Background: an optimization exercise with open tools, aiming at small area. Do not read the settings as production practice. RTL that was checked went through simulation tests only; none was proved equivalent to the original. Power figures rest on the tool's default switching activity, not on a simulated workload.

## red
==> flow/design.v (excerpt) <==
module KF76489 (
    input   logic           clock,
    input   logic           clock_enable,
    input   logic           reset,
    input   logic           CE_N,
    input   logic           WE_N,
    input   logic   [7:0]   D_IN,
    output  logic           READY,
    output  logic   [7:0]   AOUT
);
    logic   [3:0]   clock_divider_count;
    logic           divided_clock_en;
    logic   [7:0]   internal_data_bus;
    logic           write_tone1_frequency_h;
    logic           write_tone1_frequency_l;
    logic           write_tone1_attenuation;
    logic           write_tone2_frequency_h;
    logic           write_tone2_frequency_l;
    logic           write_tone2_attenuation;
    logic           write_tone3_frequency_h;
    logic           write_tone3_frequency_l;
    logic           write_tone3_attenuation;
    logic           write_noise_control;
    logic           write_noise_attenuation;
    logic           ext_noise_gen;
    logic   [5:0]   tone1_aout;
    logic   [5:0]   tone2_aout;
    logic   [5:0]   tone3_aout;
    logic   [5:0]   noise_aout;
    KF76489_Bus_Control_Logic u_Bus_Control_Logic (
        .clock                      (clock),
  ...
Size in the first run: roughly 650 cells after synthesis, ~0.0072 mm^2 of cells after synthesis.
make LEC_CHECK=0 CAP_MARGIN=20 CORE_MARGIN=2 CORE_UTILIZATION=40 CTS_BUF_LIST=sky130_fd_sc_hd__clkbuf_8 SLEW_MARGIN=20 finish   # period 6.0 ns
run.sh (not shown) runs the stock make flow with config.mk's settings and CLKGATE_MAP_FILE= SYNTH_SCRIPT=/design/flow/synth_recipe.tcl, a recipe that flattens the netlist after the stock synthesis.
Having completed the whole flow, red delivered a layout that passed the timing, design-rule and antenna checks.
#### Input delta (blue over red)
# red
export LEC_CHECK = 0
export CAP_MARGIN = 20
export CORE_MARGIN = 2
export CORE_UTILIZATION = 40
export CTS_BUF_LIST = sky130_fd_sc_hd__clkbuf_8
export SLEW_MARGIN = 20
create_clock -name core_clock -period 6.0 [get_ports {clock}]
# blue
export LEC_CHECK = 0
export CAP_MARGIN = 20
export CORE_MARGIN = 2
export CORE_UTILIZATION = 40
export SLEW_MARGIN = 20
create_clock -name core_clock -period 6.0 [get_ports {clock}]
==> summary.txt <==
On worst hold slack, blue tracks red almost exactly. Between blue and red, global-route wire length before repair is higher for blue, red comes in under that. Re number of cells on the worst reg-to-reg path: no difference whatsoever between red and blue. Register-to-register slack across blue and red: no real change. Total power per unit cell area in blue vs red: up about 6%. There was hardly any difference in number of vias in the routed layout between blue and red.

========
KF76489, a different RTL version from the one above (not shown whole).
Size in the first run: ~590 cells after synthesis, ~22 I/O pins, roughly 6500 µm² of cells after synthesis.
clock: 6.0 ns
lec_check: 0
cap_margin: 20
core_margin: 2
core_utilization: 40
slew_margin: 20
standard.sh (not shown) runs the stock make flow with config.mk's settings and CLKGATE_MAP_FILE= SYNTH_SCRIPT=/design/flow/synth_recipe.tcl, a recipe that flattens the netlist after the stock synthesis.
==> flow/flow/run.sh <==
#!/bin/bash
# Layout flow: the standard flow (standard.sh), with two changes.
#  - Synthesis also leaves out the half-adder cells, so that Yosys's extract_fa
#    pass does not turn every 2-input AND that shares inputs with an XOR into a
#    half adder (ABC maps that logic in fewer, smaller gates). Registers are
#    unchanged.
#  - Clock tree synthesis without dummy loads and with clkbuf_8 buffers.
#  - Ports are buffered with buf_1 instead of the clkdlybuf4s50_1 that
#    buffer_ports picks by itself (same function, 3.8 um2 instead of 10 um2).
# Each make run writes its full output to a log file in this folder.
set -euo pipefail

DONT_USE="sky130_fd_sc_hd__probe_p_8 sky130_fd_sc_hd__probec_p_8 sky130_fd_sc_hd__lpflow_bleeder_1 sky130_fd_sc_hd__lpflow_clkbufkapwr_1 sky130_fd_sc_hd__lpflow_clkbufkapwr_16 sky130_fd_sc_hd__lpflow_clkbufkapwr_2 sky130_fd_sc_hd__lpflow_clkbufkapwr_4 sky130_fd_sc_hd__lpflow_clkbufkapwr_8 sky130_fd_sc_hd__lpflow_clkinvkapwr_1 sky130_fd_sc_hd__lpflow_clkinvkapwr_16 sky130_fd_sc_hd__lpflow_clkinvkapwr_2 sky130_fd_sc_hd__lpflow_clkinvkapwr_4 sky130_fd_sc_hd__lpflow_clkinvkapwr_8 sky130_fd_sc_hd__lpflow_decapkapwr_12 sky130_fd_sc_hd__lpflow_decapkapwr_3 sky130_fd_sc_hd__lpflow_decapkapwr_4 sky130_fd_sc_hd__lpflow_decapkapwr_6 sky130_fd_sc_hd__lpflow_decapkapwr_8 sky130_fd_sc_hd__lpflow_inputiso0n_1 sky130_fd_sc_hd__lpflow_inputiso0p_1 sky130_fd_sc_hd__lpflow_inputiso1n_1 sky130_fd_sc_hd__lpflow_inputiso1p_1 sky130_fd_sc_hd__lpflow_inputisolatch_1 sky130_fd_sc_hd__lpflow_isobufsrc_1 sky130_fd_sc_hd__lpflow_isobufsrc_16 sky130_fd_sc_hd__lpflow_isobufsrc_2 sky130_fd_sc_hd__lpflow_isobufsrc_4 sky130_fd_sc_hd__lpflow_isobufsrc_8 sky130_fd_sc_hd__lpflow_isobufsrckapwr_16 sky130_fd_sc_hd__lpflow_lsbuf_lh_hl_isowell_tap_1 sky130_fd_sc_hd__lpflow_lsbuf_lh_hl_isowell_tap_2 sky130_fd_sc_hd__lpflow_lsbuf_lh_hl_isowell_tap_4 sky130_fd_sc_hd__lpflow_lsbuf_lh_isowell_4 sky130_fd_sc_hd__lpflow_lsbuf_lh_isowell_tap_1 sky130_fd_sc_hd__lpflow_lsbuf_lh_isowell_tap_2 sky130_fd_sc_hd__lpflow_lsbuf_lh_isowell_tap_4 sky130_fd_sc_hd__ha_1 sky130_fd_sc_hd__ha_2 sky130_fd_sc_hd__ha_4"
PORT_BUF="-inputs -outputs -buffer_cell sky130_fd_sc_hd__buf_1"
CTS="-sink_clustering_enable -repair_clock_nets -buf_list sky130_fd_sc_hd__clkbuf_8 -dont_use_dummy_load"

bash standard.sh "DONT_USE_CELLS=$DONT_USE" "CTS_ARGS=$CTS" "BUFFER_PORTS_ARGS=$PORT_BUF" finish > flow_make.log 2>&1
Change:
--- a/flow/flow/run.sh
+++ b/flow/flow/run.sh
@@ -2,6 +2,7 @@
-# Layout flow: the standard flow (standard.sh), with two changes.
-#  - Synthesis also leaves out the half-adder cells, so that Yosys's extract_fa
-#    pass does not turn every 2-input AND that shares inputs with an XOR into a
-#    half adder (ABC maps that logic in fewer, smaller gates). Registers are
-#    unchanged.
-#  - Clock tree synthesis without dummy loads and with clkbuf_8 buffers.
+# Layout flow: the standard flow (standard.sh) with these changes.
+#  - Synthesis is the standard flow's (synth_recipe.tcl and ORFS's synth.tcl), except that
+#    ABC maps the logic with flow/area.abc (area-oriented mapping, &nf -a)
+#    instead of ORFS's abc_speed.script; registers are unchanged.
+#  - Synthesis also leaves out the half-adder cells: Yosys's extract_fa pass
+#    otherwise turns every 2-input AND that shares inputs with an XOR into a
+#    half adder, which ABC cannot map into smaller gates.
@@ -10 +11,3 @@
-# Each make run writes its full output to a log file in this folder.
+#  - Clock tree synthesis with clkbuf_8 buffers and without dummy loads.
+# Each tool's full output goes to a log file in this folder (flow_make.log,
+# and ORFS's own logs under orfs/logs).
@@ -11,0 +15,7 @@
+WORK=$(pwd)
+
+sed "/source \$::env(SCRIPTS_DIR)\/synth_preamble.tcl/a set abc_args [lreplace \$abc_args 1 1 $WORK/flow/area.abc]" \
+    "$FLOW_HOME/scripts/synth.tcl" > "$WORK/synth_area.tcl"
+sed "s|source \$::env(SCRIPTS_DIR)/synth.tcl|source $WORK/synth_area.tcl|" synth_recipe.tcl > "$WORK/synth_bench_area.tcl"
+grep -q "flow/area.abc" "$WORK/synth_area.tcl"
+grep -q "synth_area.tcl" "$WORK/synth_bench_area.tcl"
@@ -17 +27,2 @@
-bash standard.sh "DONT_USE_CELLS=$DONT_USE" "CTS_ARGS=$CTS" "BUFFER_PORTS_ARGS=$PORT_BUF" finish > flow_make.log 2>&1
+bash standard.sh "SYNTH_SCRIPT=$WORK/synth_bench_area.tcl" "DONT_USE_CELLS=$DONT_USE" \
+    "CTS_ARGS=$CTS" "BUFFER_PORTS_ARGS=$PORT_BUF" finish > flow_make.log 2>&1
==> flow/flow/area.abc (new file) <==
&get -n
&st
&dc2
&dch -f
&nf -a -R 1000
&put
topo
stime -c
The new run completed without violations.
Cell area falls by a few percent.
Worst setup slack is worse by 0.014 ns.
Sequential power falls by a few percent.
Combinational power falls by about a fifth.
Die area falls by a few percent.
Clock-buffer cell count stays the same.
Via count falls by a few percent.
Wire length falls by a little under a tenth.
Utilization rises by 0.64 points.
No functional check of the RTL was part of any run of this note.

## port drivers added, routing unchanged
No port has a modelled driver above. Below, the same layouts with a new extraction and two added sets of constraints.
Step 1 assumes that a clkbuf_16 drives the clock port and a buf_2 every other input.
Step 2 adds t to the input delays and takes it off the output delays; t is the mean of the earliest and latest rising clock arrival at the registers after step 1. Input paths then give back, and output paths get back, about the clock's delay inside the block.
a / b / c = no drivers / after step 1 / after step 2; a / b = the first two.
run | t (ns) | slack for setup (ns) | hold slack, ns | clock arrival spread, ns | worst slew at a driven data input, ns
red | 0.476 | 2.288 / 2.288 / 2.288 | 0.473 / 0.473 / 0.473 | 0.016 / 0.015 | 0.03
blue | 0.458 | 2.287 / 2.287 / 2.287 | 0.470 / 0.470 / 0.470 | 0.009 / 0.009 | 0.03
the first run of note 2 | 0.467 | 0.242 / 0.206 / 0.672 | 0.473 / 0.473 / 0.473 | 0.021 / 0.021 | 0.04
the second run of note 2 | 0.455 | 0.228 / 0.194 / 0.649 | 0.477 / 0.477 / 0.477 | 0.026 / 0.026 | 0.03
After both steps setup and hold are still met in every run listed.
